What follows belongs to an exercise in optimizing a design on an open flow for small area, a short achievable clock period and few clock cycles per item; a production flow would make more cautious choices.
The RTL was checked by simulation tests, not by an equivalence proof against the original design.

## flow/design.v (module list and top-level ports; edited modules follow where they fit)
// module fa: 4 lines
// module ha: 4 lines
// module hai: 4 lines
// module qsel: 7 lines
// module bc: 4 lines
// module gc: 3 lines
// module sq_mod_p: 1143 lines
// module sq_mod_q: 1773 lines
// module crt_s: 1071 lines
// module crt_x: 486 lines
// module decode_7seg: 26 lines
// module bbs_generator: 60 lines
module bbs_generator(
    input  wire CLOCK_50,
    input  wire res,
    input  wire [63:0] seed,
    output wire [9:0] LEDR,
    output reg  valid,
    output wire [63:0] x_out,
    output wire [6:0] HEX0,
    output wire [6:0] HEX1,
    output wire [6:0] HEX2,
    output wire [6:0] HEX3,
    output wire [6:0] HEX4,
    output wire [6:0] HEX5
);
  // ...
==> flow/run.sh <==
#!/bin/bash
# synth_recipe.tcl (not shown) runs the flow's synth.tcl, then flattens the netlist and writes it again
# the make line also repeats each setting of config.mk as NAME=value (left out here)
make -C /OpenROAD-flow-scripts/flow DESIGN_CONFIG=/design/flow/config.mk WORK_HOME=/design/flow/orfs CLKGATE_MAP_FILE= SYNTH_SCRIPT=/design/flow/synth_recipe.tcl finish
==> flow/config.mk <==
export PLATFORM = sky130hd
export DESIGN_NAME = bbs_generator
export DESIGN_NICKNAME = bbs_generator
export VERILOG_FILES = /design/flow/design.v
export SDC_FILE = /design/flow/constraint.sdc
export NUM_CORES = 4
export LEC_CHECK = 0
export CAP_MARGIN = 20
export CORE_MARGIN = 2
export CORE_UTILIZATION = 60
export SETUP_SLACK_MARGIN = 2.5
export SLEW_MARGIN = 20
export SYNTH_HIERARCHICAL = 1
export SYNTH_MINIMUM_KEEP_SIZE = 0
==> flow/constraint.sdc <==
create_clock -name core_clock -period 12.0 [get_ports {CLOCK_50}]
set_input_delay 2.4000 -clock core_clock [delete_from_list [all_inputs] [get_ports {CLOCK_50}]]
set_output_delay 2.4000 -clock core_clock [all_outputs]
set_load 0.01 [all_outputs]
==> reports/qor.csv, run 1 <==
stage;metric;value;unit
finish;most frequent cells in the layout;1400 x fa_1, 1104 x nand2_1, 589 x inv_1, 527 x and2_1, 407 x a21o_1;
sta;Tcrit/Tclk final;78.1;%
finish;final cell count without fillers;6836;
route;routed length on met3;20300;µm
yosys;count leader, synth;fa_1;
sta;post-layout min period;9380;ps
global_route;first-pass GRT wire length;271000;µm
finish;Clock buf/inv share;0.977;%
worst_setup_path;arrival time of the worst setup path;6980;ps
place;port bufs;172;
yosys;synth unique cells;65;
worst_setup_path;buffers and inverters on the worst path;2;
global_route;met3 usage;12.0;%
route;first-pass detailed-route iteration total;6;
route;# DRC;0;
yosys;Synth warnings;8;
yosys;EDFF count, synth;0;
floorplanning;Starting Density;60.7;%
sta;RSZ-0062 raised after global routing;yes;
sta;Least-Margin Pin Slew;989;ps
finish;layout clock buffer count;19;
yosys;area leader, netlist;fa_1;
status;outcome;finished clean;
cts;clock transition at the registers of the reported paths;70;ps
place;Post-DP HPWL;139000;µm
route;DRT Wirelength;175000;µm
global_route;total gr overflow;0;
worst_setup_path;R2R depth;28;
yosys;Commonest cells post-synth;1405 x fa_1, 1106 x nand2_1, 604 x inv_1, 531 x and2_1, 413 x a21o_1;
worst_hold_path;Hold WC Path Type;flop to flop;
finish;post-route cell area;60300;µm²
global_route;largest net degree at the start of global routing;70;
worst_setup_path;CP cell instances;inv_1 -> fa_1 -> fa_1 -> ha_1 -> ha_1 -> a21o_1 -> a21o_1 -> a21o_1 -> a21o_4 -> a21o_1 -> a21o_1 -> xnor2_2 -> ha_1 -> xor2_1 -> xnor2_1 -> ha_1 -> a21o_1 -> a31oi_2 -> ha_1 -> nor2b_4 -> nand3_1 -> nor4_2 -> xnor2_1 -> clkdlybuf4s50_1;
floorplanning;TAP cells;1243;
yosys;Synth Area per Inst;10.2;µm²
finish;flip-flop and latch count;151;
global_route;GR Layer Usage met2;58.4;%
global_route;busiest metal layer after global routing;met2;
route;vias per cell;5.97;
Testbench counts, summed over its fixed seeds: cycles 216, numbers 192.
==> inputs of run 2 (changes only) <==
--- a/flow/design.v
+++ b/flow/design.v
@@ -893,79 +893,79 @@
     fa tp861_fa (.a(tp731), .b(tp798), .c(tp799), .s(tp861), .co(tp862));
     wire tp863, tp864;
     fa tp863_fa (.a(tp735), .b(tp800), .c(tp801), .s(tp863), .co(tp864));
     wire tp865, tp866;
     fa tp865_fa (.a(tp739), .b(tp802), .c(tp803), .s(tp865), .co(tp866));
     wire tp867, tp868;
     fa tp867_fa (.a(tp743), .b(tp804), .c(tp805), .s(tp867), .co(tp868));
     wire up1, up2;
-    fa up1_fa (.a(~sd[0]), .b(~sd[31]), .c(~sd[62]), .s(up1), .co(up2));
+    fa up1_fa (.a(sd[0]), .b(sd[31]), .c(sd[62]), .s(up1), .co(up2));
     wire up3, up4;
-    fa up3_fa (.a(~sd[1]), .b(~sd[32]), .c(~sd[63]), .s(up3), .co(up4));
+    fa up3_fa (.a(sd[1]), .b(sd[32]), .c(sd[63]), .s(up3), .co(up4));
     wire up5, up6;
-    hai up5_ha (.a(~sd[2]), .b(~sd[33]), .s(up5), .co(up6));
+    ha up5_ha (.a(sd[2]), .b(sd[33]), .s(up5), .co(up6));
     wire up7, up8;
-    hai up7_ha (.a(~sd[3]), .b(~sd[34]), .s(up7), .co(up8));
+    ha up7_ha (.a(sd[3]), .b(sd[34]), .s(up7), .co(up8));
     wire up9, up10;
-    hai up9_ha (.a(~sd[4]), .b(~sd[35]), .s(up9), .co(up10));
+    ha up9_ha (.a(sd[4]), .b(sd[35]), .s(up9), .co(up10));
     wire up11, up12;
-    hai up11_ha (.a(~sd[5]), .b(~sd[36]), .s(up11), .co(up12));
+    ha up11_ha (.a(sd[5]), .b(sd[36]), .s(up11), .co(up12));
     wire up13, up14;
-    hai up13_ha (.a(~sd[6]), .b(~sd[37]), .s(up13), .co(up14));
+    ha up13_ha (.a(sd[6]), .b(sd[37]), .s(up13), .co(up14));
     wire up15, up16;
-    hai up15_ha (.a(~sd[7]), .b(~sd[38]), .s(up15), .co(up16));
+    ha up15_ha (.a(sd[7]), .b(sd[38]), .s(up15), .co(up16));
     wire up17, up18;
-    hai up17_ha (.a(~sd[8]), .b(~sd[39]), .s(up17), .co(up18));
+    ha up17_ha (.a(sd[8]), .b(sd[39]), .s(up17), .co(up18));
     wire up19, up20;
-    hai up19_ha (.a(~sd[9]), .b(~sd[40]), .s(up19), .co(up20));
+    ha up19_ha (.a(sd[9]), .b(sd[40]), .s(up19), .co(up20));
     wire up21, up22;
-    hai up21_ha (.a(~sd[10]), .b(~sd[41]), .s(up21), .co(up22));
+    ha up21_ha (.a(sd[10]), .b(sd[41]), .s(up21), .co(up22));
     wire up23, up24;
-    hai up23_ha (.a(~sd[11]), .b(~sd[42]), .s(up23), .co(up24));
+    ha up23_ha (.a(sd[11]), .b(sd[42]), .s(up23), .co(up24));
     wire up25, up26;
-    hai up25_ha (.a(~sd[12]), .b(~sd[43]), .s(up25), .co(up26));
+    ha up25_ha (.a(sd[12]), .b(sd[43]), .s(up25), .co(up26));
     wire up27, up28;
-    hai up27_ha (.a(~sd[13]), .b(~sd[44]), .s(up27), .co(up28));
+    ha up27_ha (.a(sd[13]), .b(sd[44]), .s(up27), .co(up28));
     wire up29, up30;
-    hai up29_ha (.a(~sd[14]), .b(~sd[45]), .s(up29), .co(up30));
+    ha up29_ha (.a(sd[14]), .b(sd[45]), .s(up29), .co(up30));
     wire up31, up32;
-    hai up31_ha (.a(~sd[15]), .b(~sd[46]), .s(up31), .co(up32));
+    ha up31_ha (.a(sd[15]), .b(sd[46]), .s(up31), .co(up32));
     wire up33, up34;
-    hai up33_ha (.a(~sd[16]), .b(~sd[47]), .s(up33), .co(up34));
+    ha up33_ha (.a(sd[16]), .b(sd[47]), .s(up33), .co(up34));
     wire up35, up36;
-    hai up35_ha (.a(~sd[17]), .b(~sd[48]), .s(up35), .co(up36));
+    ha up35_ha (.a(sd[17]), .b(sd[48]), .s(up35), .co(up36));
     wire up37, up38;
-    hai up37_ha (.a(~sd[18]), .b(~sd[49]), .s(up37), .co(up38));
+    ha up37_ha (.a(sd[18]), .b(sd[49]), .s(up37), .co(up38));
     wire up39, up40;
-    hai up39_ha (.a(~sd[19]), .b(~sd[50]), .s(up39), .co(up40));
+    ha up39_ha (.a(sd[19]), .b(sd[50]), .s(up39), .co(up40));
     wire up41, up42;
-    hai up41_ha (.a(~sd[20]), .b(~sd[51]), .s(up41), .co(up42));
+    ha up41_ha (.a(sd[20]), .b(sd[51]), .s(up41), .co(up42));
     wire up43, up44;
-    hai up43_ha (.a(~sd[21]), .b(~sd[52]), .s(up43), .co(up44));
+    ha up43_ha (.a(sd[21]), .b(sd[52]), .s(up43), .co(up44));
     wire up45, up46;
-    hai up45_ha (.a(~sd[22]), .b(~sd[53]), .s(up45), .co(up46));
+    ha up45_ha (.a(sd[22]), .b(sd[53]), .s(up45), .co(up46));
     wire up47, up48;
-    hai up47_ha (.a(~sd[23]), .b(~sd[54]), .s(up47), .co(up48));
+    ha up47_ha (.a(sd[23]), .b(sd[54]), .s(up47), .co(up48));
     wire up49, up50;
-    hai up49_ha (.a(~sd[24]), .b(~sd[55]), .s(up49), .co(up50));
+    ha up49_ha (.a(sd[24]), .b(sd[55]), .s(up49), .co(up50));
     wire up51, up52;
-    hai up51_ha (.a(~sd[25]), .b(~sd[56]), .s(up51), .co(up52));
+    ha up51_ha (.a(sd[25]), .b(sd[56]), .s(up51), .co(up52));
     wire up53, up54;
-    hai up53_ha (.a(~sd[26]), .b(~sd[57]), .s(up53), .co(up54));
+    ha up53_ha (.a(sd[26]), .b(sd[57]), .s(up53), .co(up54));
     wire up55, up56;
-    hai up55_ha (.a(~sd[27]), .b(~sd[58]), .s(up55), .co(up56));
+    ha up55_ha (.a(sd[27]), .b(sd[58]), .s(up55), .co(up56));
     wire up57, up58;
-    hai up57_ha (.a(~sd[28]), .b(~sd[59]), .s(up57), .co(up58));
+    ha up57_ha (.a(sd[28]), .b(sd[59]), .s(up57), .co(up58));
     wire up59, up60;
-    hai up59_ha (.a(~sd[29]), .b(~sd[60]), .s(up59), .co(up60));
+    ha up59_ha (.a(sd[29]), .b(sd[60]), .s(up59), .co(up60));
     wire up61, up62;
-    hai up61_ha (.a(~sd[30]), .b(~sd[61]), .s(up61), .co(up62));
-    wire [30:0] s0 = ~({tp867, tp865, tp863, tp861, tp859, tp857, tp855, tp853, tp851, tp849, tp847, tp845, tp843, tp841, tp839, tp837, tp835, tp833, tp831, tp829, tp827, tp825, tp823, tp821, tp819, tp817, tp815, tp813, tp811, tp809, tp807} & {up61, up59, up57, up55, up53, up51, up49, up47, up45, up43, up41, up39, up37, up35, up33, up31, up29, up27, up25, up23, up21, up19, up17, up15, up13, up11, up9, up7, up5, up3, up1});
-    wire [30:0] s1 = ~({tp866, tp864, tp862, tp860, tp858, tp856, tp854, tp852, tp850, tp848, tp846, tp844, tp842, tp840, tp838, tp836, tp834, tp832, tp830, tp828, tp826, tp824, tp822, tp820, tp818, tp816, tp814, tp812, tp810, tp808, tp868} & {up60, up58, up56, up54, up52, up50, up48, up46, up44, up42, up40, up38, up36, up34, up32, up30, up28, up26, up24, up22, up20, up18, up16, up14, up12, up10, up8, up6, up4, up2, up62});
+    ha up61_ha (.a(sd[30]), .b(sd[61]), .s(up61), .co(up62));
+    wire [30:0] s0 = ~{tp867, tp865, tp863, tp861, tp859, tp857, tp855, tp853, tp851, tp849, tp847, tp845, tp843, tp841, tp839, tp837, tp835, tp833, tp831, tp829, tp827, tp825, tp823, tp821, tp819, tp817, tp815, tp813, tp811, tp809, tp807} | {up61, up59, up57, up55, up53, up51, up49, up47, up45, up43, up41, up39, up37, up35, up33, up31, up29, up27, up25, up23, up21, up19, up17, up15, up13, up11, up9, up7, up5, up3, up1};
+    wire [30:0] s1 = ~{tp866, tp864, tp862, tp860, tp858, tp856, tp854, tp852, tp850, tp848, tp846, tp844, tp842, tp840, tp838, tp836, tp834, tp832, tp830, tp828, tp826, tp824, tp822, tp820, tp818, tp816, tp814, tp812, tp810, tp808, tp868} | {up60, up58, up56, up54, up52, up50, up48, up46, up44, up42, up40, up38, up36, up34, up32, up30, up28, up26, up24, up22, up20, up18, up16, up14, up12, up10, up8, up6, up4, up2, up62};
     wire [30:0] ap_a = s0;
     wire [30:0] ap_b = s1;
     wire [30:0] ap_p, ap_g;
     ha ap_h0 (.a(ap_a[0]), .b(ap_b[0]), .s(ap_p[0]), .co(ap_g[0]));
     ha ap_h1 (.a(ap_a[1]), .b(ap_b[1]), .s(ap_p[1]), .co(ap_g[1]));
     ha ap_h2 (.a(ap_a[2]), .b(ap_b[2]), .s(ap_p[2]), .co(ap_g[2]));
     ha ap_h3 (.a(ap_a[3]), .b(ap_b[3]), .s(ap_p[3]), .co(ap_g[3]));
     ha ap_h4 (.a(ap_a[4]), .b(ap_b[4]), .s(ap_p[4]), .co(ap_g[4]));
@@ -2348,147 +2348,147 @@
     hai tq1173_ha (.a(tq1068), .b(tq1069), .s(tq1173), .co(tq1174));
     wire tq1175, tq1176;
     hai tq1175_ha (.a(tq1071), .b(tq1070), .s(tq1175), .co(tq1176));
     wire tq1177, tq1178;
     hai tq1177_ha (.a(tq1072), .b(tq1005), .s(tq1177), .co(tq1178));
     wire tq1179, tq1180;
     hai tq1179_ha (.a(tq1006), .b(tq1007), .s(tq1179), .co(tq1180));
     wire uq1, uq2;
-    fa uq1_fa (.a(~sd[1]), .b(~sd[31]), .c(~sd[32]), .s(uq1), .co(uq2));
+    fa uq1_fa (.a(sd[1]), .b(sd[31]), .c(sd[32]), .s(uq1), .co(uq2));
     wire uq3, uq4;
-    fa uq3_fa (.a(~sd[2]), .b(~sd[32]), .c(~sd[33]), .s(uq3), .co(uq4));
+    fa uq3_fa (.a(sd[2]), .b(sd[32]), .c(sd[33]), .s(uq3), .co(uq4));
     wire uq5, uq6;
-    fa uq5_fa (.a(~sd[3]), .b(~sd[33]), .c(~sd[34]), .s(uq5), .co(uq6));
+    fa uq5_fa (.a(sd[3]), .b(sd[33]), .c(sd[34]), .s(uq5), .co(uq6));
     wire uq7, uq8;
-    fa uq7_fa (.a(~sd[4]), .b(~sd[31]), .c(~sd[34]), .s(uq7), .co(uq8));
+    fa uq7_fa (.a(sd[4]), .b(sd[31]), .c(sd[34]), .s(uq7), .co(uq8));
     wire uq9, uq10;
-    fa uq9_fa (.a(~sd[5]), .b(~sd[32]), .c(~sd[35]), .s(uq9), .co(uq10));
+    fa uq9_fa (.a(sd[5]), .b(sd[32]), .c(sd[35]), .s(uq9), .co(uq10));
     wire uq11, uq12;
-    fa uq11_fa (.a(~sd[6]), .b(~sd[33]), .c(~sd[36]), .s(uq11), .co(uq12));
+    fa uq11_fa (.a(sd[6]), .b(sd[33]), .c(sd[36]), .s(uq11), .co(uq12));
     wire uq13, uq14;
-    fa uq13_fa (.a(~sd[7]), .b(~sd[34]), .c(~sd[37]), .s(uq13), .co(uq14));
+    fa uq13_fa (.a(sd[7]), .b(sd[34]), .c(sd[37]), .s(uq13), .co(uq14));
     wire uq15, uq16;
-    fa uq15_fa (.a(~sd[8]), .b(~sd[35]), .c(~sd[38]), .s(uq15), .co(uq16));
+    fa uq15_fa (.a(sd[8]), .b(sd[35]), .c(sd[38]), .s(uq15), .co(uq16));
     wire uq17, uq18;
-    fa uq17_fa (.a(~sd[9]), .b(~sd[36]), .c(~sd[39]), .s(uq17), .co(uq18));
+    fa uq17_fa (.a(sd[9]), .b(sd[36]), .c(sd[39]), .s(uq17), .co(uq18));
     wire uq19, uq20;
-    fa uq19_fa (.a(~sd[10]), .b(~sd[37]), .c(~sd[40]), .s(uq19), .co(uq20));
+    fa uq19_fa (.a(sd[10]), .b(sd[37]), .c(sd[40]), .s(uq19), .co(uq20));
     wire uq21, uq22;
-    fa uq21_fa (.a(~sd[11]), .b(~sd[38]), .c(~sd[41]), .s(uq21), .co(uq22));
+    fa uq21_fa (.a(sd[11]), .b(sd[38]), .c(sd[41]), .s(uq21), .co(uq22));
     wire uq23, uq24;
-    fa uq23_fa (.a(~sd[12]), .b(~sd[39]), .c(~sd[42]), .s(uq23), .co(uq24));
+    fa uq23_fa (.a(sd[12]), .b(sd[39]), .c(sd[42]), .s(uq23), .co(uq24));
     wire uq25, uq26;
-    fa uq25_fa (.a(~sd[13]), .b(~sd[40]), .c(~sd[43]), .s(uq25), .co(uq26));
+    fa uq25_fa (.a(sd[13]), .b(sd[40]), .c(sd[43]), .s(uq25), .co(uq26));
     wire uq27, uq28;
-    fa uq27_fa (.a(~sd[14]), .b(~sd[41]), .c(~sd[44]), .s(uq27), .co(uq28));
+    fa uq27_fa (.a(sd[14]), .b(sd[41]), .c(sd[44]), .s(uq27), .co(uq28));
     wire uq29, uq30;
-    fa uq29_fa (.a(~sd[15]), .b(~sd[42]), .c(~sd[45]), .s(uq29), .co(uq30));
+    fa uq29_fa (.a(sd[15]), .b(sd[42]), .c(sd[45]), .s(uq29), .co(uq30));
     wire uq31, uq32;
-    fa uq31_fa (.a(~sd[16]), .b(~sd[43]), .c(~sd[46]), .s(uq31), .co(uq32));
+    fa uq31_fa (.a(sd[16]), .b(sd[43]), .c(sd[46]), .s(uq31), .co(uq32));
     wire uq33, uq34;
-    fa uq33_fa (.a(~sd[17]), .b(~sd[44]), .c(~sd[47]), .s(uq33), .co(uq34));
+    fa uq33_fa (.a(sd[17]), .b(sd[44]), .c(sd[47]), .s(uq33), .co(uq34));
     wire uq35, uq36;
-    fa uq35_fa (.a(~sd[18]), .b(~sd[45]), .c(~sd[48]), .s(uq35), .co(uq36));
+    fa uq35_fa (.a(sd[18]), .b(sd[45]), .c(sd[48]), .s(uq35), .co(uq36));
     wire uq37, uq38;
-    fa uq37_fa (.a(~sd[19]), .b(~sd[46]), .c(~sd[49]), .s(uq37), .co(uq38));
+    fa uq37_fa (.a(sd[19]), .b(sd[46]), .c(sd[49]), .s(uq37), .co(uq38));
     wire uq39, uq40;
-    fa uq39_fa (.a(~sd[20]), .b(~sd[47]), .c(~sd[50]), .s(uq39), .co(uq40));
+    fa uq39_fa (.a(sd[20]), .b(sd[47]), .c(sd[50]), .s(uq39), .co(uq40));
     wire uq41, uq42;
-    fa uq41_fa (.a(~sd[21]), .b(~sd[48]), .c(~sd[51]), .s(uq41), .co(uq42));
+    fa uq41_fa (.a(sd[21]), .b(sd[48]), .c(sd[51]), .s(uq41), .co(uq42));
     wire uq43, uq44;
-    fa uq43_fa (.a(~sd[22]), .b(~sd[49]), .c(~sd[52]), .s(uq43), .co(uq44));
+    fa uq43_fa (.a(sd[22]), .b(sd[49]), .c(sd[52]), .s(uq43), .co(uq44));
     wire uq45, uq46;
-    fa uq45_fa (.a(~sd[23]), .b(~sd[50]), .c(~sd[53]), .s(uq45), .co(uq46));
+    fa uq45_fa (.a(sd[23]), .b(sd[50]), .c(sd[53]), .s(uq45), .co(uq46));
     wire uq47, uq48;
-    fa uq47_fa (.a(~sd[24]), .b(~sd[51]), .c(~sd[54]), .s(uq47), .co(uq48));
+    fa uq47_fa (.a(sd[24]), .b(sd[51]), .c(sd[54]), .s(uq47), .co(uq48));
     wire uq49, uq50;
-    fa uq49_fa (.a(~sd[25]), .b(~sd[52]), .c(~sd[55]), .s(uq49), .co(uq50));
+    fa uq49_fa (.a(sd[25]), .b(sd[52]), .c(sd[55]), .s(uq49), .co(uq50));
     wire uq51, uq52;
-    fa uq51_fa (.a(~sd[26]), .b(~sd[53]), .c(~sd[56]), .s(uq51), .co(uq52));
+    fa uq51_fa (.a(sd[26]), .b(sd[53]), .c(sd[56]), .s(uq51), .co(uq52));
     wire uq53, uq54;
-    fa uq53_fa (.a(~sd[27]), .b(~sd[54]), .c(~sd[57]), .s(uq53), .co(uq54));
+    fa uq53_fa (.a(sd[27]), .b(sd[54]), .c(sd[57]), .s(uq53), .co(uq54));
     wire uq55, uq56;
-    fa uq55_fa (.a(~sd[28]), .b(~sd[55]), .c(~sd[58]), .s(uq55), .co(uq56));
+    fa uq55_fa (.a(sd[28]), .b(sd[55]), .c(sd[58]), .s(uq55), .co(uq56));
     wire uq57, uq58;
-    fa uq57_fa (.a(~sd[29]), .b(~sd[56]), .c(~sd[59]), .s(uq57), .co(uq58));
+    fa uq57_fa (.a(sd[29]), .b(sd[56]), .c(sd[59]), .s(uq57), .co(uq58));
     wire uq59, uq60;
-    fa uq59_fa (.a(~sd[30]), .b(~sd[57]), .c(~sd[60]), .s(uq59), .co(uq60));
+    fa uq59_fa (.a(sd[30]), .b(sd[57]), .c(sd[60]), .s(uq59), .co(uq60));
     wire uq61, uq62;
-    fa uq61_fa (.a(~sd[58]), .b(~sd[61]), .c(~sd[62]), .s(uq61), .co(uq62));
+    fa uq61_fa (.a(sd[58]), .b(sd[61]), .c(sd[62]), .s(uq61), .co(uq62));
     wire uq63, uq64;
-    fa uq63_fa (.a(~sd[59]), .b(~sd[62]), .c(~sd[63]), .s(uq63), .co(uq64));
+    fa uq63_fa (.a(sd[59]), .b(sd[62]), .c(sd[63]), .s(uq63), .co(uq64));
     wire uq65, uq66;
-    fa uq65_fa (.a(~sd[0]), .b(~sd[31]), .c(uq60), .s(uq65), .co(uq66));
+    fa uq65_fa (.a(sd[0]), .b(sd[31]), .c(uq60), .s(uq65), .co(uq66));
     wire uq67, uq68;
     fa uq67_fa (.a(uq60), .b(uq62), .c(uq1), .s(uq67), .co(uq68));
     wire uq69, uq70;
     fa uq69_fa (.a(uq2), .b(uq62), .c(uq3), .s(uq69), .co(uq70));
     wire uq71, uq72;
-    fa uq71_fa (.a(~sd[61]), .b(uq4), .c(uq5), .s(uq71), .co(uq72));
+    fa uq71_fa (.a(sd[61]), .b(uq4), .c(uq5), .s(uq71), .co(uq72));
     wire uq73, uq74;
-    fa uq73_fa (.a(~sd[35]), .b(~sd[61]), .c(~sd[62]), .s(uq73), .co(uq74));
+    fa uq73_fa (.a(sd[35]), .b(sd[61]), .c(sd[62]), .s(uq73), .co(uq74));
     wire uq75, uq76;
     fa uq75_fa (.a(uq6), .b(uq60), .c(uq7), .s(uq75), .co(uq76));
     wire uq77, uq78;
-    fa uq77_fa (.a(~sd[36]), .b(~sd[62]), .c(~sd[63]), .s(uq77), .co(uq78));
+    fa uq77_fa (.a(sd[36]), .b(sd[62]), .c(sd[63]), .s(uq77), .co(uq78));
     wire uq79, uq80;
     fa uq79_fa (.a(uq8), .b(uq62), .c(uq9), .s(uq79), .co(uq80));
     wire uq81, uq82;
-    fa uq81_fa (.a(~sd[37]), .b(~sd[63]), .c(uq10), .s(uq81), .co(uq82));
+    fa uq81_fa (.a(sd[37]), .b(sd[63]), .c(uq10), .s(uq81), .co(uq82));
     wire uq83, uq84;
-    fa uq83_fa (.a(~sd[38]), .b(~sd[61]), .c(uq12), .s(uq83), .co(uq84));
+    fa uq83_fa (.a(sd[38]), .b(sd[61]), .c(uq12), .s(uq83), .co(uq84));
     wire uq85, uq86;
-    fa uq85_fa (.a(~sd[39]), .b(~sd[62]), .c(uq14), .s(uq85), .co(uq86));
+    fa uq85_fa (.a(sd[39]), .b(sd[62]), .c(uq14), .s(uq85), .co(uq86));
     wire uq87, uq88;
-    fa uq87_fa (.a(~sd[40]), .b(~sd[63]), .c(uq16), .s(uq87), .co(uq88));
+    fa uq87_fa (.a(sd[40]), .b(sd[63]), .c(uq16), .s(uq87), .co(uq88));
     wire uq89, uq90;
-    fa uq89_fa (.a(~sd[41]), .b(uq18), .c(uq19), .s(uq89), .co(uq90));
+    fa uq89_fa (.a(sd[41]), .b(uq18), .c(uq19), .s(uq89), .co(uq90));
     wire uq91, uq92;
-    fa uq91_fa (.a(~sd[42]), .b(uq20), .c(uq21), .s(uq91), .co(uq92));
+    fa uq91_fa (.a(sd[42]), .b(uq20), .c(uq21), .s(uq91), .co(uq92));
     wire uq93, uq94;
-    fa uq93_fa (.a(~sd[43]), .b(uq22), .c(uq23), .s(uq93), .co(uq94));
+    fa uq93_fa (.a(sd[43]), .b(uq22), .c(uq23), .s(uq93), .co(uq94));
     wire uq95, uq96;
-    fa uq95_fa (.a(~sd[44]), .b(uq24), .c(uq25), .s(uq95), .co(uq96));
+    fa uq95_fa (.a(sd[44]), .b(uq24), .c(uq25), .s(uq95), .co(uq96));
     wire uq97, uq98;
-    fa uq97_fa (.a(~sd[45]), .b(uq26), .c(uq27), .s(uq97), .co(uq98));
+    fa uq97_fa (.a(sd[45]), .b(uq26), .c(uq27), .s(uq97), .co(uq98));
     wire uq99, uq100;
-    fa uq99_fa (.a(~sd[46]), .b(uq28), .c(uq29), .s(uq99), .co(uq100));
+    fa uq99_fa (.a(sd[46]), .b(uq28), .c(uq29), .s(uq99), .co(uq100));
     wire uq101, uq102;
-    fa uq101_fa (.a(~sd[47]), .b(uq30), .c(uq31), .s(uq101), .co(uq102));
+    fa uq101_fa (.a(sd[47]), .b(uq30), .c(uq31), .s(uq101), .co(uq102));
     wire uq103, uq104;
-    fa uq103_fa (.a(~sd[48]), .b(uq32), .c(uq33), .s(uq103), .co(uq104));
+    fa uq103_fa (.a(sd[48]), .b(uq32), .c(uq33), .s(uq103), .co(uq104));
     wire uq105, uq106;
-    fa uq105_fa (.a(~sd[49]), .b(uq34), .c(uq35), .s(uq105), .co(uq106));
+    fa uq105_fa (.a(sd[49]), .b(uq34), .c(uq35), .s(uq105), .co(uq106));
     wire uq107, uq108;
-    fa uq107_fa (.a(~sd[50]), .b(uq36), .c(uq37), .s(uq107), .co(uq108));
+    fa uq107_fa (.a(sd[50]), .b(uq36), .c(uq37), .s(uq107), .co(uq108));
     wire uq109, uq110;
-    fa uq109_fa (.a(~sd[51]), .b(uq38), .c(uq39), .s(uq109), .co(uq110));
+    fa uq109_fa (.a(sd[51]), .b(uq38), .c(uq39), .s(uq109), .co(uq110));
     wire uq111, uq112;
-    fa uq111_fa (.a(~sd[52]), .b(uq40), .c(uq41), .s(uq111), .co(uq112));
+    fa uq111_fa (.a(sd[52]), .b(uq40), .c(uq41), .s(uq111), .co(uq112));
     wire uq113, uq114;
-    fa uq113_fa (.a(~sd[53]), .b(uq42), .c(uq43), .s(uq113), .co(uq114));
+    fa uq113_fa (.a(sd[53]), .b(uq42), .c(uq43), .s(uq113), .co(uq114));
     wire uq115, uq116;
-    fa uq115_fa (.a(~sd[54]), .b(uq44), .c(uq45), .s(uq115), .co(uq116));
+    fa uq115_fa (.a(sd[54]), .b(uq44), .c(uq45), .s(uq115), .co(uq116));
     wire uq117, uq118;
-    fa uq117_fa (.a(~sd[55]), .b(uq46), .c(uq47), .s(uq117), .co(uq118));
+    fa uq117_fa (.a(sd[55]), .b(uq46), .c(uq47), .s(uq117), .co(uq118));
     wire uq119, uq120;
-    fa uq119_fa (.a(~sd[56]), .b(uq48), .c(uq49), .s(uq119), .co(uq120));
+    fa uq119_fa (.a(sd[56]), .b(uq48), .c(uq49), .s(uq119), .co(uq120));
     wire uq121, uq122;
-    fa uq121_fa (.a(~sd[57]), .b(uq50), .c(uq51), .s(uq121), .co(uq122));
+    fa uq121_fa (.a(sd[57]), .b(uq50), .c(uq51), .s(uq121), .co(uq122));
     wire uq123, uq124;
-    fa uq123_fa (.a(~sd[58]), .b(uq52), .c(uq53), .s(uq123), .co(uq124));
+    fa uq123_fa (.a(sd[58]), .b(uq52), .c(uq53), .s(uq123), .co(uq124));
     wire uq125, uq126;
-    fa uq125_fa (.a(~sd[59]), .b(uq54), .c(uq55), .s(uq125), .co(uq126));
+    fa uq125_fa (.a(sd[59]), .b(uq54), .c(uq55), .s(uq125), .co(uq126));
     wire uq127, uq128;
-    fa uq127_fa (.a(~sd[60]), .b(uq56), .c(uq57), .s(uq127), .co(uq128));
+    fa uq127_fa (.a(sd[60]), .b(uq56), .c(uq57), .s(uq127), .co(uq128));
     wire uq129, uq130;
-    fa uq129_fa (.a(~sd[61]), .b(uq58), .c(uq59), .s(uq129), .co(uq130));
+    fa uq129_fa (.a(sd[61]), .b(uq58), .c(uq59), .s(uq129), .co(uq130));
     wire uq131, uq132;
-    fa uq131_fa (.a(~sd[60]), .b(~sd[63]), .c(uq64), .s(uq131), .co(uq132));
+    fa uq131_fa (.a(sd[60]), .b(sd[63]), .c(uq64), .s(uq131), .co(uq132));
     wire uq133, uq134;
     fa uq133_fa (.a(uq61), .b(uq130), .c(uq65), .s(uq133), .co(uq134));
     wire uq135, uq136;
     fa uq135_fa (.a(uq61), .b(uq63), .c(uq66), .s(uq135), .co(uq136));
     wire uq137, uq138;
     fa uq137_fa (.a(uq63), .b(uq68), .c(uq131), .s(uq137), .co(uq138));
     wire uq139, uq140;
     fa uq139_fa (.a(uq132), .b(uq70), .c(uq131), .s(uq139), .co(uq140));
@@ -2532,54 +2532,54 @@
     fa uq177_fa (.a(uq90), .b(uq91), .c(uq170), .s(uq177), .co(uq178));
     wire uq179, uq180;
     fa uq179_fa (.a(uq166), .b(uq167), .c(uq174), .s(uq179), .co(uq180));
     wire uq181, uq182;
     fa uq181_fa (.a(uq152), .b(uq153), .c(uq176), .s(uq181), .co(uq182));
     wire uq183, uq184;
     fa uq183_fa (.a(uq92), .b(uq93), .c(uq178), .s(uq183), .co(uq184));
     wire uq185, uq186;
-    hai uq185_ha (.a(uq94), .b(uq95), .s(uq185), .co(uq186));
+    ha uq185_ha (.a(uq94), .b(uq95), .s(uq185), .co(uq186));
     wire uq187, uq188;
-    hai uq187_ha (.a(uq96), .b(uq97), .s(uq187), .co(uq188));
+    ha uq187_ha (.a(uq96), .b(uq97), .s(uq187), .co(uq188));
     wire uq189, uq190;
-    hai uq189_ha (.a(uq98), .b(uq99), .s(uq189), .co(uq190));
+    ha uq189_ha (.a(uq98), .b(uq99), .s(uq189), .co(uq190));
     wire uq191, uq192;
-    hai uq191_ha (.a(uq100), .b(uq101), .s(uq191), .co(uq192));
+    ha uq191_ha (.a(uq100), .b(uq101), .s(uq191), .co(uq192));
     wire uq193, uq194;
-    hai uq193_ha (.a(uq102), .b(uq103), .s(uq193), .co(uq194));
+    ha uq193_ha (.a(uq102), .b(uq103), .s(uq193), .co(uq194));
     wire uq195, uq196;
-    hai uq195_ha (.a(uq104), .b(uq105), .s(uq195), .co(uq196));
+    ha uq195_ha (.a(uq104), .b(uq105), .s(uq195), .co(uq196));
     wire uq197, uq198;
-    hai uq197_ha (.a(uq106), .b(uq107), .s(uq197), .co(uq198));
+    ha uq197_ha (.a(uq106), .b(uq107), .s(uq197), .co(uq198));
     wire uq199, uq200;
-    hai uq199_ha (.a(uq108), .b(uq109), .s(uq199), .co(uq200));
+    ha uq199_ha (.a(uq108), .b(uq109), .s(uq199), .co(uq200));
     wire uq201, uq202;
-    hai uq201_ha (.a(uq110), .b(uq111), .s(uq201), .co(uq202));
+    ha uq201_ha (.a(uq110), .b(uq111), .s(uq201), .co(uq202));
     wire uq203, uq204;
-    hai uq203_ha (.a(uq112), .b(uq113), .s(uq203), .co(uq204));
+    ha uq203_ha (.a(uq112), .b(uq113), .s(uq203), .co(uq204));
     wire uq205, uq206;
-    hai uq205_ha (.a(uq114), .b(uq115), .s(uq205), .co(uq206));
+    ha uq205_ha (.a(uq114), .b(uq115), .s(uq205), .co(uq206));
     wire uq207, uq208;
-    hai uq207_ha (.a(uq116), .b(uq117), .s(uq207), .co(uq208));
+    ha uq207_ha (.a(uq116), .b(uq117), .s(uq207), .co(uq208));
     wire uq209, uq210;
-    hai uq209_ha (.a(uq118), .b(uq119), .s(uq209), .co(uq210));
+    ha uq209_ha (.a(uq118), .b(uq119), .s(uq209), .co(uq210));
     wire uq211, uq212;
-    hai uq211_ha (.a(uq120), .b(uq121), .s(uq211), .co(uq212));
+    ha uq211_ha (.a(uq120), .b(uq121), .s(uq211), .co(uq212));
     wire uq213, uq214;
-    hai uq213_ha (.a(uq122), .b(uq123), .s(uq213), .co(uq214));
+    ha uq213_ha (.a(uq122), .b(uq123), .s(uq213), .co(uq214));
     wire uq215, uq216;
-    hai uq215_ha (.a(uq124), .b(uq125), .s(uq215), .co(uq216));
+    ha uq215_ha (.a(uq124), .b(uq125), .s(uq215), .co(uq216));
     wire uq217, uq218;
-    hai uq217_ha (.a(uq126), .b(uq127), .s(uq217), .co(uq218));
+    ha uq217_ha (.a(uq126), .b(uq127), .s(uq217), .co(uq218));
     wire uq219, uq220;
-    hai uq219_ha (.a(uq128), .b(uq129), .s(uq219), .co(uq220));
-    wire [30:0] s0 = ~({tq1179, tq1177, tq1175, tq1173, tq1171, tq1169, tq1167, tq1165, tq1163, tq1161, tq1159, tq1157, tq1155, tq1153, tq1151, tq1149, tq1147, tq1145, tq1143, tq1141, tq1139, tq1137, tq1135, tq1133, tq1131, tq1129, tq1115, tq1113, tq1076, tq1073, ~b[0]} & {uq219, uq217, uq215, uq213, uq211, uq209, uq207, uq205, uq203, uq201, uq199, uq197, uq195, uq193, uq191, uq189, uq187, uq185, uq183, uq177, uq169, uq181, uq175, uq179, uq173, uq171, uq160, uq158, uq156, uq134, uq133});
-    wire [30:0] s1 = ~({tq1178, tq1176, tq1174, tq1172, tq1170, tq1168, tq1166, tq1164, tq1162, tq1160, tq1158, tq1156, tq1154, tq1152, tq1150, tq1148, tq1146, tq1144, tq1142, tq1140, tq1138, tq1136, tq1134, tq1132, tq1130, 1'b1, tq1114, tq1078, tq1077, tq1075, tq1073} & {uq218, uq216, uq214, uq212, uq210, uq208, uq206, uq204, uq202, uq200, uq198, uq196, uq194, uq192, uq190, uq188, uq186, uq184, 1'b1, 1'b1, uq182, 1'b1, uq180, 1'b1, uq172, uq162, uq161, uq159, uq157, uq155, 1'b1});
-    wire e = ~(tq1180 & uq220);
+    ha uq219_ha (.a(uq128), .b(uq129), .s(uq219), .co(uq220));
+    wire [30:0] s0 = ~{tq1179, tq1177, tq1175, tq1173, tq1171, tq1169, tq1167, tq1165, tq1163, tq1161, tq1159, tq1157, tq1155, tq1153, tq1151, tq1149, tq1147, tq1145, tq1143, tq1141, tq1139, tq1137, tq1135, tq1133, tq1131, tq1129, tq1115, tq1113, tq1076, tq1073, ~b[0]} | {uq219, uq217, uq215, uq213, uq211, uq209, uq207, uq205, uq203, uq201, uq199, uq197, uq195, uq193, uq191, uq189, uq187, uq185, uq183, uq177, uq169, uq181, uq175, uq179, uq173, uq171, uq160, uq158, uq156, uq134, uq133};
+    wire [30:0] s1 = ~{tq1178, tq1176, tq1174, tq1172, tq1170, tq1168, tq1166, tq1164, tq1162, tq1160, tq1158, tq1156, tq1154, tq1152, tq1150, tq1148, tq1146, tq1144, tq1142, tq1140, tq1138, tq1136, tq1134, tq1132, tq1130, 1'b1, tq1114, tq1078, tq1077, tq1075, tq1073} | {uq218, uq216, uq214, uq212, uq210, uq208, uq206, uq204, uq202, uq200, uq198, uq196, uq194, uq192, uq190, uq188, uq186, uq184, 1'b0, 1'b0, uq182, 1'b0, uq180, 1'b0, uq172, uq162, uq161, uq159, uq157, uq155, 1'b0};
+    wire e = ~tq1180 | uq220;
     wire [30:0] yt_a = s0;
     wire [30:0] yt_b = s1;
     wire [30:0] yt_p, yt_g;
     ha yt_h0 (.a(yt_a[0]), .b(yt_b[0]), .s(yt_p[0]), .co(yt_g[0]));
     ha yt_h1 (.a(yt_a[1]), .b(yt_b[1]), .s(yt_p[1]), .co(yt_g[1]));
     ha yt_h2 (.a(yt_a[2]), .b(yt_b[2]), .s(yt_p[2]), .co(yt_g[2]));
     ha yt_h3 (.a(yt_a[3]), .b(yt_b[3]), .s(yt_p[3]), .co(yt_g[3]));
     ha yt_h4 (.a(yt_a[4]), .b(yt_b[4]), .s(yt_p[4]), .co(yt_g[4]));
==> flow/config.mk (replaced) <==
export PLATFORM = sky130hd
export DESIGN_NAME = bbs_generator
export DESIGN_NICKNAME = bbs_generator
export VERILOG_FILES = /design/flow/design.v
export SDC_FILE = /design/flow/constraint.sdc
export NUM_CORES = 4
export LEC_CHECK = 0
export CAP_MARGIN = 20
export CORE_MARGIN = 2
export CORE_UTILIZATION = 60
export SETUP_SLACK_MARGIN = 3
export SLEW_MARGIN = 20
export SYNTH_HIERARCHICAL = 1
export SYNTH_MINIMUM_KEEP_SIZE = 0
==> run 2 against run 1 <==
Effect of this change: die area shrank 1.7%; first-iteration DRC count rose by 5.7%.
==> reports/qor.csv, run 2 <==
stage;metric;value;unit;change
global_route;met3 usage;14.6;%;was 12.0%
global_route;total gr overflow;0;;unchanged
floorplanning;I/O pins;183;;unchanged
sta;post-layout min period;9000;ps;was 9380 ps
finish;area growth from synthesis to layout;14.8;%;was 8.26%
sta;Tcrit/Tclk final;75.0;%;was 78.1%
cts;worst-case clock buffer depth;2;;unchanged
route;initial drt markers;3739;;was 3539
yosys;Synth Instances;5163;;was 5475
sta;Final Hold Fails;0;;unchanged
yosys;Synth Area per Inst;10.6;µm²;was 10.2 µm²
floorplanning;row count;110;;was 111
yosys;Post-Syn Area;54800;µm²;was 55700 µm²
route;vias per cell;6.21;;was 5.97
cts;Num CTS Buffers;17;;unchanged
floorplanning;Starting Density;60.6;%;was 60.7%
global_route;first-pass GRT wire length;275000;µm;was 271000 µm
sta;Slew Limit Fails;0;;unchanged
cts;H-tree levels;4;;unchanged
floorplanning;core area;90300;µm²;was 91800 µm²
yosys;count leader, synth;fa_1;;unchanged
route;via count;41600;;was 40800
yosys;flops & latches, synth;151;;unchanged
finish;post-route cell area;62900;µm²;was 60300 µm²
worst_setup_path;crit start category;flop;;unchanged
yosys;Async SR Flop Fraction;100;%;unchanged
worst_setup_path;critical path fanouts, max;7;;was 17
route;DRT Wirelength;185000;µm;was 175000 µm
sta;Final Skew;17.6;ps;was 23.0 ps
yosys;top cells by area, synth;fa_1 51%, ha_1 8.0%, dfrtp_1 6.9%;;was fa_1 50%, ha_1 7.9%, nand2_1 7.5%
worst_setup_path;CP required;9600;ps;about the same
place;port bufs;172;;unchanged
place;placed cell areas;57700;µm²;was 58700 µm²
sta;Least-Margin Pin Slew;1070;ps;was 989 ps
finish;post-layout util;69.6;%;was 65.7%
sta;Fmax;111;MHz;was 107 MHz
floorplanning;Die Wd;306;µm;was 309 µm
yosys;EDFF count, synth;0;;unchanged
worst_setup_path;arrival time of the worst setup path;6600;ps;was 6980 ps
global_route;Global Route met1 Usage;50.4;%;was 52.0%
global_route;largest net degree at the start of global routing;93;;was 70
global_route;initial antenna violation count;9;;was 1
global_route;gr usage total;39.8;%;was 38.7%
route;first-pass detailed-route iteration total;6;;unchanged
job;Max Cap Violations;0;;unchanged
place;Post-DP HPWL;134000;µm;was 139000 µm
floorplanning;DIE AREA;93700;µm²;was 95300 µm²
place;GP Congestion;1.00;;was 1.03
finish;fill count;6775;;was 7434
cts;TritonCTS clock tree;done;;unchanged
cts;CTS Root Buffer Type;clkbuf_16;;unchanged
global_route;busiest metal layer after global routing;met2;;unchanged
worst_setup_path;WS Path Type;flop to output pin;;unchanged
finish;Layout Nets;7332;;was 7402
worst_setup_path;Worst Setup End Kind;output pin;;unchanged
cts;clock transition at the registers of the reported paths;80;ps;was 70 ps
worst_hold_path;Hold WC Path Type;flop to flop;;unchanged
route;Avg WL per Cell;27.6;µm;was 25.6 µm
sta;RSZ-0062 raised after global routing;yes;;unchanged
yosys;synth unique cells;68;;was 65
yosys;most common flop cell mapped by yosys;dfrtp_1;;unchanged
yosys;Synth warnings;8;;unchanged
sta;Setup TNS Final;0;ps;unchanged
yosys;Commonest cells post-synth;1405 x fa_1, 973 x nand2_1, 527 x and2_1, 412 x a21o_1, 351 x ha_1;;was 1405 x fa_1, 1106 x nand2_1, 604 x inv_1, 531 x and2_1, 413 x a21o_1
global_route;GR Layer Usage met2;60.7;%;was 58.4%
sta;Slew HR;28.4;%;was 34.1%
route;Final ANT Viol Nets;0;;unchanged
yosys;area leader, netlist;fa_1;;unchanged
yosys;Synth top area share;51.4;%;was 50.5%
finish;most common cell after layout, fill and taps aside;fa_1;;unchanged
finish;share of layout cells above drive strength 1;15.5;%;was 7.19%
global_route;vias in the first global route;44900;;was 44600
sta;final hold slack;481;ps;was 480 ps
sta;final setup violation count;0;;unchanged
route;# DRC;0;;unchanged
floorplanning;Die Ht;306;µm;was 309 µm
cts;later-pin clock latency in the skew report;520;ps;about the same
status;outcome;finished clean;;unchanged
cts;# clock sinks;151;;unchanged
finish;most frequent cells in the layout;1331 x fa_1, 970 x nand2_1, 521 x and2_1, 402 x a21o_1, 309 x ha_1;;was 1400 x fa_1, 1104 x nand2_1, 589 x inv_1, 527 x and2_1, 407 x a21o_1
yosys;register area share after synthesis;6.90;%;was 6.78%
-- run 2: changes by cell type after synthesis, moves of 11 or more --
cell,before,now
nor2_1,68,90
nand2b_1,2,121
xor2_1,83,72
inv_1,604,279
xnor2_1,152,164
nand2_1,1106,973
-- run 2: final timing paths --
kind                                       from              endpoint  slack (ps)  cells past startpoint
setup reg to reg            b_reg[30]$_DFF_PP0_    b_reg[0]$_DFF_PP0_        3040                     28
setup / recovery            s_reg[22]$_DFF_PP0_             x_out[48]        3000                     25
max in group asynchronous                   res   b_reg[30]$_DFF_PP0_        7910                      3
hold / removal             phase[0]$_DFFE_PP0N_  phase[0]$_DFFE_PP0N_         480                      1
min in group asynchronous                   res  bq_reg[23]$_DFF_PP0_        2480                      2
hold reg to reg            phase[0]$_DFFE_PP0N_  phase[0]$_DFFE_PP0N_         480                      1
-- run 2: kinds of logic (layout without fill, tap and decap cells) --
group / count (synthesis) / count (layout) / share of synthesized area [%]
AND/OR/NAND/NOR: 1856 / 1858 / 16.6
adder cells (fa/ha/maj): 1757 / 1757 / 59.4
AO/OA/AOI/OAI: 590 / 590 / 8.38
buffers and inverters: 535 / 877 / 4.01
XOR/XNOR: 236 / 236 / 3.77
flip-flops: 151 / 151 / 6.90
multiplexers: 35 / 35 / 0.921
other: 3 / 20 / 0.0206
-- run 2: what timing repair did --
item | 4_1_cts | 5_1_grt
hold endpoints to repair | 0 | 0
setup buffers | 76 | 179
gates resized for setup | 264 | 238
hold buffers | 0 | 0
pin swaps | 20 | 67
cloned | 17 | 10
setup endpoints to repair | 89 | 87
-- run 2: per-layer routing --
metal	up-vias	wire [µm]
met1	21200	67500
li1	17000	-
met3	691	23000
met4	16	11700
met2	2685	82600
met5	-	102
-- run 2: modules after synthesis (local to each module, per instance) --
| module | cells inside | times used | area [µm²] |
|---|---|---|---|
| bbs_generator | 415 | 1 | 5580 |
| bc | 2 | 347 | 13.8 |
| crt_s | 247 | 1 | 1730 |
| crt_x | 162 | 1 | 1140 |
| decode_7seg | 30 | 6 | 243 |
| fa | 1 | 1404 | 20.0 |
| gc | 1 | 64 | 7.51 |
| ha | 1 | 267 | 12.5 |
| hai | 5 | 24 | 27.5 |
| sq_mod_p | 809 | 1 | 3750 |
| sq_mod_q | 801 | 1 | 3730 |
-- run 2: through the flow --
step           worst slack, ps  cells
5_1_grt                   2780   6699
4_1_cts                   2970   6510
6_report                  3000   6700
3_5_place_dp              1790   6385
3_3_place_gp              1900   6384
2_1_floorplan             3260   5179
-- run 2: layout make-up --
type | count | area (µm²) | area share [%]
flip-flops and latches | 151 | 3840 | 6.11
clock inverters | 14 | 180 | 0.287
well taps | 1176 | 1470 | 2.34
multi-input cells | 4495 | 50000 | 79.5
clock buffers | 18 | 429 | 0.683
repair buffers | 555 | 5720 | 9.10
diodes | 1 | 2.50 | 0.00398
inverters | 290 | 1220 | 1.94
-- run 2: critical path, cell delays in order (launching register included) --
cell	delay, ps
dfrtp_2	460
clkinvlp_4	200
fa_2	610
fa_1	460
ha_4	270
ha_4	240
and2_1	160
and2_1	190
a21o_4	260
a21o_1	180
a21o_1	210
a21o_1	200
xnor2_2	140
ha_2	200
xor2_2	170
xnor2_1	210
ha_1	280
a21o_1	200
a31oi_4	170
ha_1	170
nor2b_4	190
buf_4	140
nand3_4	120
nor4_4	330
xnor2_1	150
buf_2	160
Testbench counts of run 2, summed over its fixed seeds: cycles 216, numbers 192.
==> inputs of run 3 (changes only) <==
--- a/flow/config.mk
+++ b/flow/config.mk
@@ -8,7 +8,7 @@
 export CAP_MARGIN = 20
 export CORE_MARGIN = 2
 export CORE_UTILIZATION = 60
-export SETUP_SLACK_MARGIN = 3
+export SETUP_SLACK_MARGIN = 2
 export SLEW_MARGIN = 20
 export SYNTH_HIERARCHICAL = 1
 export SYNTH_MINIMUM_KEEP_SIZE = 0
==> run 3 against run 2 <==
Effect of this change: global-route usage is 1.4 points lower; setup slack worse by 680 ps; cell count is 4.0% lower; count of clock-buffer cells in the layout stayed put; critical path type is now flop to flop; still clean on timing, DRC and antenna; largest cell class unchanged.
==> reports/qor.csv, run 3 <==
stage;metric;value;unit;change
finish;Layout Nets;7062;;was 7332
yosys;Async SR Flop Fraction;100;%;unchanged
global_route;gr usage total;38.4;%;was 39.8%
cts;# clock sinks;151;;unchanged
worst_setup_path;Worst setup startpoint;b_reg[8]$_DFF_PP0_;;was s_reg[22]$_DFF_PP0_
yosys;Commonest cells post-synth;1405 x fa_1, 973 x nand2_1, 527 x and2_1, 412 x a21o_1, 351 x ha_1;;unchanged
yosys;Synth Area per Inst;10.6;µm²;unchanged
yosys;top cells by area, synth;fa_1 51%, ha_1 8.0%, dfrtp_1 6.9%;;unchanged
floorplanning;core area;90300;µm²;unchanged
worst_hold_path;Min-Delay Endpoint;phase[0]$_DFFE_PP0N_;;unchanged
cts;TritonCTS clock tree;done;;unchanged
status;outcome;finished clean;;unchanged
sta;Setup TNS Final;0;ps;unchanged
global_route;first-pass GRT wire length;267000;µm;was 275000 µm
cts;later-pin clock latency in the skew report;520;ps;about the same
yosys;most common flop cell mapped by yosys;dfrtp_1;;unchanged
finish;share of layout cells above drive strength 1;6.26;%;was 15.5%
cts;Num CTS Buffers;17;;unchanged
floorplanning;Die Ht;306;µm;unchanged
sta;Final Hold Fails;0;;unchanged
worst_setup_path;R2R Setup Slk;2320;ps;was 3040 ps
floorplanning;row count;110;;unchanged
route;initial drt markers;3211;;was 3739
cts;CTS Root Buffer Type;clkbuf_16;;unchanged
cts;clock transition at the registers of the reported paths;70;ps;was 80 ps
yosys;synth unique cells;68;;unchanged
worst_hold_path;Hold WC Path Type;flop to flop;;unchanged
floorplanning;Starting Density;60.6;%;unchanged
sta;Tcrit/Tclk final;80.7;%;was 75.0%
worst_setup_path;R2R depth;26;;was 28
yosys;area leader, netlist;fa_1;;unchanged
global_route;initial antenna violation count;7;;was 9
worst_setup_path;reg2reg start;b_reg[8]$_DFF_PP0_;;was b_reg[30]$_DFF_PP0_
finish;most frequent cells in the layout;1404 x fa_1, 972 x nand2_1, 526 x and2_1, 407 x a21o_1, 350 x ha_1;;was 1331 x fa_1, 970 x nand2_1, 521 x and2_1, 402 x a21o_1, 309 x ha_1
sta;fin worst setup slack;2320;ps;was 3000 ps
global_route;largest net degree at the start of global routing;93;;unchanged
worst_setup_path;WS Path Type;flop to flop;;was flop to output pin
job;Max Cap Violations;0;;unchanged
route;vias per cell;6.12;;was 6.21
yosys;Synth top area share;51.4;%;unchanged
yosys;Synth warnings;8;;unchanged
sta;final setup violation count;0;;unchanged
finish;antenna cells;0;;was 1
floorplanning;I/O pins;183;;unchanged
worst_hold_path;hold path startpoint;phase[0]$_DFFE_PP0N_;;unchanged
place;Post-DP HPWL;134000;µm;unchanged
route;Avg WL per Cell;26.6;µm;was 27.6 µm
route;via count;39400;;was 41600
worst_setup_path;crit start category;flop;;unchanged
place;GP Congestion;1.00;;unchanged
yosys;Synth Instances;5163;;unchanged
sta;Slew Limit Fails;0;;unchanged
floorplanning;DIE AREA;93700;µm²;unchanged
worst_hold_path;hold depth;1;;unchanged
global_route;total gr overflow;0;;unchanged
place;port bufs;172;;unchanged
worst_setup_path;arrival time of the worst setup path;10120;ps;was 6600 ps
sta;Final Skew;17.7;ps;was 17.6 ps
sta;Least-Margin Pin Slew;1070;ps;about the same
route;first-pass detailed-route iteration total;6;;unchanged
sta;RSZ-0062 raised after global routing;no;;was yes
route;DRT Wirelength;171000;µm;was 185000 µm
cts;H-tree levels;4;;unchanged
finish;most common cell after layout, fill and taps aside;fa_1;;unchanged
sta;Slew HR;28.4;%;about the same
worst_setup_path;critical path fanouts, max;33;;was 7
yosys;register area share after synthesis;6.90;%;unchanged
yosys;EDFF count, synth;0;;unchanged
route;# DRC;0;;unchanged
worst_setup_path;Worst Setup End Kind;flop;;was output pin
cts;worst-case clock buffer depth;2;;unchanged
sta;post-layout min period;9680;ps;was 9000 ps
worst_setup_path;CP required;12440;ps;was 9600 ps
yosys;flops & latches, synth;151;;unchanged
finish;area growth from synthesis to layout;6.95;%;was 14.8%
sta;Fmax;103;MHz;was 111 MHz
place;pre-CTS setup slack;1790;ps;unchanged
global_route;vias in the first global route;44100;;was 44900
sta;final hold slack;481;ps;about the same
floorplanning;Die Wd;306;µm;unchanged
yosys;Post-Syn Area;54800;µm²;unchanged
cts;hold buffers post-CTS;0;;unchanged
worst_setup_path;worst r2r dst;b_reg[6]$_DFF_PP0_;;was b_reg[0]$_DFF_PP0_
yosys;count leader, synth;fa_1;;unchanged
route;Final ANT Viol Nets;0;;unchanged
run 3: cell count changes in the layout (fill, tap and decap cells not counted), moves of 40 or more:
cell and change:
fa_1 +73, inv_1 +48, buf_4 -190, ha_1 +41
buf_12 -40, fa_2 -73
run 3: Yosys stat by module (local to each module, per instance):
module         cell area [µm²]  copies in the design
sq_mod_q                  3730                     1
gc                        7.51                    64
hai                       27.5                    24
bbs_generator             5580                     1
sq_mod_p                  3750                     1
ha                        12.5                   267
crt_x                     1140                     1
decode_7seg                243                     6
fa                        20.0                  1404
bc                        13.8                   347
crt_s                     1730                     1
run 3: area by class of cell:
class	instances	area, µm²
tap	1176	1470
inverter	290	1100
sequential	151	3790
clock buffer	18	429
clock inverter	14	180
timing repair buffer	286	2650
multi-input combinational	4494	48900
fill	7339	31700
run 3: repair_timing:
action	in CTS	in global routing
endpoints found under the setup margin	59	83
pin swaps	0	3
resized for setup	9	42
endpoints found under the hold margin	0	0
gates cloned	0	1
buffers inserted	0	11
run 3: worst max-delay path by stage:
stage          slack (ps)                 end  depth (start not counted)
2_1_floorplan        3260  b_reg[6]$_DFF_PP0_                         27
3_3_place_gp         1900  s_reg[1]$_DFF_PP0_                         28
3_5_place_dp         1790  s_reg[1]$_DFF_PP0_                         28
4_1_cts              2000  b_reg[5]$_DFF_PP0_                         26
5_1_grt              1990           x_out[61]                         24
6_report             2320  b_reg[6]$_DFF_PP0_                         26
run 3: per-stage QoR:
step	util (%)	area (µm²)	instances
6_report	64.9	58600	6429
5_1_grt	64.9	58600	6429
4_1_cts	64.6	58300	6417
3_5_place_dp	63.9	57700	6385
3_3_place_gp	63.9	57700	6384
2_1_floorplan	-	54800	5179
run 3: cells by family after synthesis:
family,count (synthesis),synth area share [%]
XOR/XNOR,236,3.77
adder cells (fa/ha/maj),1757,59.4
flip-flops,151,6.90
buffers and inverters,535,4.01
AND/OR/NAND/NOR,1856,16.6
multiplexers,35,0.921
AO/OA/AOI/OAI,590,8.38
other,3,0.0206
run 3: per-layer routing:
layer,up-vias,global-route usage [%],part of all wire (%)
met5,-,0,0.036
met4,10,17.3,4.9
met3,436,12.1,11
met2,2180,59.2,46
met1,20300,50.2,39
li1,16400,-,-
run 3: worst max-delay path: stages, from the launching register on:
cell	delay (ps)
dfrtp_1	480
buf_4	460
nand2_1	180
fa_1	490
fa_1	500
fa_1	570
fa_1	460
fa_1	630
fa_1	470
fa_1	490
fa_1	410
fa_1	480
fa_1	550
nand2b_1	70
ha_1	360
and2_1	190
and2_1	180
a21o_1	220
a21o_1	190
a21o_1	200
ha_1	370
or2b_2	350
xnor2_1	210
ha_1	240
or3_1	400
a211oi_1	250
a21o_2	190
==> inputs of run 4 (changes only) <==
--- a/flow/config.mk
+++ b/flow/config.mk
@@ -8,7 +8,7 @@
 export CAP_MARGIN = 20
 export CORE_MARGIN = 2
 export CORE_UTILIZATION = 60
-export SETUP_SLACK_MARGIN = 2
+export SETUP_SLACK_MARGIN = 1.5
 export SLEW_MARGIN = 20
 export SYNTH_HIERARCHICAL = 1
 export SYNTH_MINIMUM_KEEP_SIZE = 0
==> run 4 against run 3 <==
Effect of this change: clock skew up 1.8 ps; highest routed layer unchanged; cell count down 0.19%; critical endpoint unchanged; sequential share of layout area about the same.
==> reports/qor.csv, run 4 <==
stage;metric;value;unit;change
status;outcome;finished clean;;unchanged
floorplanning;I/O pins;183;;unchanged
finish;most frequent cells in the layout;1405 x fa_1, 972 x nand2_1, 527 x and2_1, 410 x a21o_1, 350 x ha_1;;was 1404 x fa_1, 972 x nand2_1, 526 x and2_1, 407 x a21o_1, 350 x ha_1
finish;Multi-input gate area;48900;µm²;about the same
yosys;Commonest cells post-synth;1405 x fa_1, 973 x nand2_1, 527 x and2_1, 412 x a21o_1, 351 x ha_1;;unchanged
place;placed insts;6385;;unchanged
sta;Least-Margin Pin Slew;1080;ps;was 1070 ps
floorplanning;Die Ht;306;µm;unchanged
yosys;most common flop cell mapped by yosys;dfrtp_1;;unchanged
global_route;met3 usage;12.0;%;was 12.1%
route;# DRC;0;;unchanged
worst_setup_path;CP Capture Point;b_reg[6]$_DFF_PP0_;;unchanged
global_route;initial antenna violation count;7;;unchanged
cts;worst-case clock buffer depth;2;;unchanged
yosys;Synth warnings;8;;unchanged
yosys;synth unique cells;68;;unchanged
finish;share of layout cells above drive strength 1;5.69;%;was 6.26%
yosys;Synth Area per Inst;10.6;µm²;unchanged
worst_setup_path;Worst setup startpoint;b_reg[30]$_DFF_PP0_;;was b_reg[8]$_DFF_PP0_
yosys;area leader, netlist;fa_1;;unchanged
yosys;flops & latches, synth;151;;unchanged
sta;Slew HR;27.8;%;was 28.4%
finish;final cell count without fillers;6417;;was 6429
route;Final ANT Viol Nets;0;;unchanged
worst_hold_path;Hold WC Path Type;flop to flop;;unchanged
worst_setup_path;R2R depth;26;;unchanged
route;Avg WL per Cell;26.5;µm;was 26.6 µm
place;pre-CTS setup slack;1790;ps;unchanged
floorplanning;Starting Density;60.6;%;unchanged
finish;most common cell after layout, fill and taps aside;fa_1;;unchanged
route;initial drt markers;3178;;was 3211
cts;H-tree levels;4;;unchanged
sta;fin worst setup slack;1940;ps;was 2320 ps
global_route;first-pass GRT wire length;267000;µm;about the same
yosys;Post-Syn Area;54800;µm²;unchanged
floorplanning;DIE AREA;93700;µm²;unchanged
yosys;count leader, synth;fa_1;;unchanged
place;port bufs;172;;unchanged
route;first-pass detailed-route iteration total;6;;unchanged
finish;area growth from synthesis to layout;6.54;%;was 6.95%
cts;clock transition at the registers of the reported paths;80;ps;was 70 ps
worst_setup_path;WS Path Type;flop to flop;;unchanged
sta;RSZ-0062 raised after global routing;yes;;was no
floorplanning;Die Wd;306;µm;unchanged
yosys;top cells by area, synth;fa_1 51%, ha_1 8.0%, dfrtp_1 6.9%;;unchanged
sta;post-layout min period;10060;ps;was 9680 ps
worst_setup_path;worst r2r dst;b_reg[6]$_DFF_PP0_;;unchanged
floorplanning;row count;110;;unchanged
cts;later-pin clock latency in the skew report;520;ps;about the same
global_route;vias in the first global route;44100;;about the same
route;vias per cell;6.12;;about the same
finish;Sequential Area;3780;µm²;was 3790 µm²
worst_setup_path;critical path fanouts, max;19;;was 33
worst_setup_path;arrival time of the worst setup path;10490;ps;was 10120 ps
cts;hold buffers post-CTS;0;;unchanged
finish;antenna cells;0;;unchanged
cts;# clock sinks;151;;unchanged
yosys;Synth Instances;5163;;unchanged
sta;Tcrit/Tclk final;83.8;%;was 80.7%
cts;CTS Root Buffer Type;clkbuf_16;;unchanged
sta;Fmax;99.4;MHz;was 103 MHz
route;via count;39200;;was 39400
cts;TritonCTS clock tree;done;;unchanged
global_route;busiest metal layer after global routing;met2;;unchanged
sta;Slew Limit Fails;0;;unchanged
global_route;total gr overflow;0;;unchanged
yosys;Async SR Flop Fraction;100;%;unchanged
sta;Setup TNS Final;0;ps;unchanged
place;Post-DP HPWL;134000;µm;unchanged
cts;Num CTS Buffers;17;;unchanged
worst_setup_path;crit start category;flop;;unchanged
yosys;register area share after synthesis;6.90;%;unchanged
global_route;largest net degree at the start of global routing;93;;unchanged
place;GP Congestion;1.00;;unchanged
worst_setup_path;reg2reg start;b_reg[30]$_DFF_PP0_;;was b_reg[8]$_DFF_PP0_
finish;post-route cell area;58300;µm²;was 58600 µm²
place;placed cell areas;57700;µm²;unchanged
global_route;gr usage total;38.4;%;about the same
global_route;GR Layer Usage met2;59.2;%;unchanged
floorplanning;core area;90300;µm²;unchanged
sta;Final Hold Fails;0;;unchanged
route;DRT Wirelength;170000;µm;was 171000 µm
worst_setup_path;CP required;12440;ps;about the same
sta;Final Skew;19.4;ps;was 17.7 ps
global_route;Global Route met1 Usage;50.2;%;about the same
finish;post-layout util;64.6;%;was 64.9%
finish;Layout Nets;7050;;was 7062
yosys;Synth top area share;51.4;%;unchanged
finish;fill count;7353;;was 7339
job;Max Cap Violations;0;;unchanged
yosys;EDFF count, synth;0;;unchanged
sta;final setup violation count;0;;unchanged
worst_setup_path;Worst Setup End Kind;flop;;unchanged
worst_setup_path;R2R Setup Slk;1940;ps;was 2320 ps
==> run 4: cell counts after synthesis <==
Identical to the previous run, type by type.
==> run 4: metrics by stage <==
step / hold WS [ps]
floorplan: 446
global placement: 462
detailed placement: 470
CTS: 483
global route: 513
finish: 481
==> run 4: area by class of cell <==
cell class / instances / share of cell area, %
Clock buffer: 18 / 0.736
Clock inverter: 14 / 0.309
Inverter: 290 / 1.88
Multi-Input combinational cell: 4493 / 83.8
Sequential cell: 151 / 6.48
Tap cell: 1176 / 2.52
Timing Repair Buffer: 275 / 4.29
==> run 4: logic make-up (layout without fill, tap and decap cells) <==
kind of cell | Yosys count | count (layout) | synth area share, %
other cells | 3 | 19 | 0.0206
simple gates | 1856 | 1856 | 16.6
compound gates | 590 | 590 | 8.38
flops | 151 | 151 | 6.90
fa+ha+maj | 1757 | 1757 | 59.4
mux | 35 | 35 | 0.921
xor+xnor | 236 | 236 | 3.77
buf+inv | 535 | 597 | 4.01
==> run 4: timing repair <==
item,4_1_cts,5_1_grt
gates resized for setup,0,9
setup endpoints to repair,0,51
setup buffers,0,0
==> run 4: worst min path at each step <==
| stage | from | cells after the start | end | slack (ps) |
|---|---|---|---|---|
| floorplan | phase[0]$_DFFE_PP0N_ | 1 | phase[0]$_DFFE_PP0N_ | 450 |
| global route | phase[0]$_DFFE_PP0N_ | 1 | phase[0]$_DFFE_PP0N_ | 510 |
| CTS | phase[0]$_DFFE_PP0N_ | 1 | phase[0]$_DFFE_PP0N_ | 480 |
| finish | phase[0]$_DFFE_PP0N_ | 1 | phase[0]$_DFFE_PP0N_ | 480 |
| global placement | phase[0]$_DFFE_PP0N_ | 1 | phase[0]$_DFFE_PP0N_ | 460 |
| detailed placement | phase[0]$_DFFE_PP0N_ | 1 | phase[0]$_DFFE_PP0N_ | 470 |
==> run 4: critical path, stage by stage (launching register included) <==
cell and delay, ps:
dfrtp_1 840, buf_4 430, nand2_1 130, fa_1 730
fa_1 520, fa_1 530, fa_1 410, fa_1 420
fa_1 550, fa_1 570, fa_1 420, fa_1 480
fa_1 550, nand2b_1 70, ha_1 360, and2_1 190
and2_1 170, a21o_1 220, a21o_1 190, a21o_1 190
ha_1 370, or2b_2 350, xnor2_1 210, ha_1 240
or3_1 400, a211oi_1 250, a21o_2 190
==> run 4: layer usage <==
metal,share of wire [%],vias up
li1,-,16400
met3,11,453
met5,0.036,-
met2,45,2239
met4,5.0,10
met1,39,20100
==> run 4: modules after synthesis, one instance, submodules excluded, a selection <==
module / cells / copies in the design / flip-flops and latches
bbs_generator: 415 / 1 / 151
sq_mod_p: 809 / 1 / 0
crt_s: 247 / 1 / 0
crt_x: 162 / 1 / 0
hai: 5 / 24 / 0
bc: 2 / 347 / 0
ha: 1 / 267 / 0
gc: 1 / 64 / 0

## separate check: timing with driven ports
How much do the figures lean on ideal ports? The routed layouts below were timed once more, with nothing changed but the port constraints. Step 1 (the two cells are an assumption about what drives the block):
set clk [get_ports {CLOCK_50}]
set_driving_cell -lib_cell sky130_fd_sc_hd__clkbuf_16 $clk
set_driving_cell -lib_cell sky130_fd_sc_hd__buf_2 [delete_from_list [all_inputs] $clk]
Step 2 also shifts input and output timing later by t, the mid clock arrival at the registers, as if the neighbouring blocks saw the same clock. Slacks: no drivers / after step 1 / after step 2; pairs: no drivers / after step 1.
| run | t (ns) | slack for setup (ns) | worst setup path at the end | worst data-port slew with drivers (ns) | cell pins on the clock port's net |
|---|---|---|---|---|---|
| run 1 | 0.577 | 2.625 / 2.553 / 2.433 | input to register | 0.06 | 1 |
| run 2 | 0.587 | 3.002 / 2.928 / 2.813 | input to register | 0.05 | 1 |
| run 3 | 0.590 | 2.317 / 2.268 / 2.317 | register to register | 0.05 | 1 |
| run 4 | 0.589 | 1.943 / 1.939 / 1.943 | register to register | 0.05 | 1 |
After both steps setup and hold are still met in every run listed. The setup slack of run 1, which loses most, moves by -0.072 ns with the drivers and by -0.192 ns with both steps.
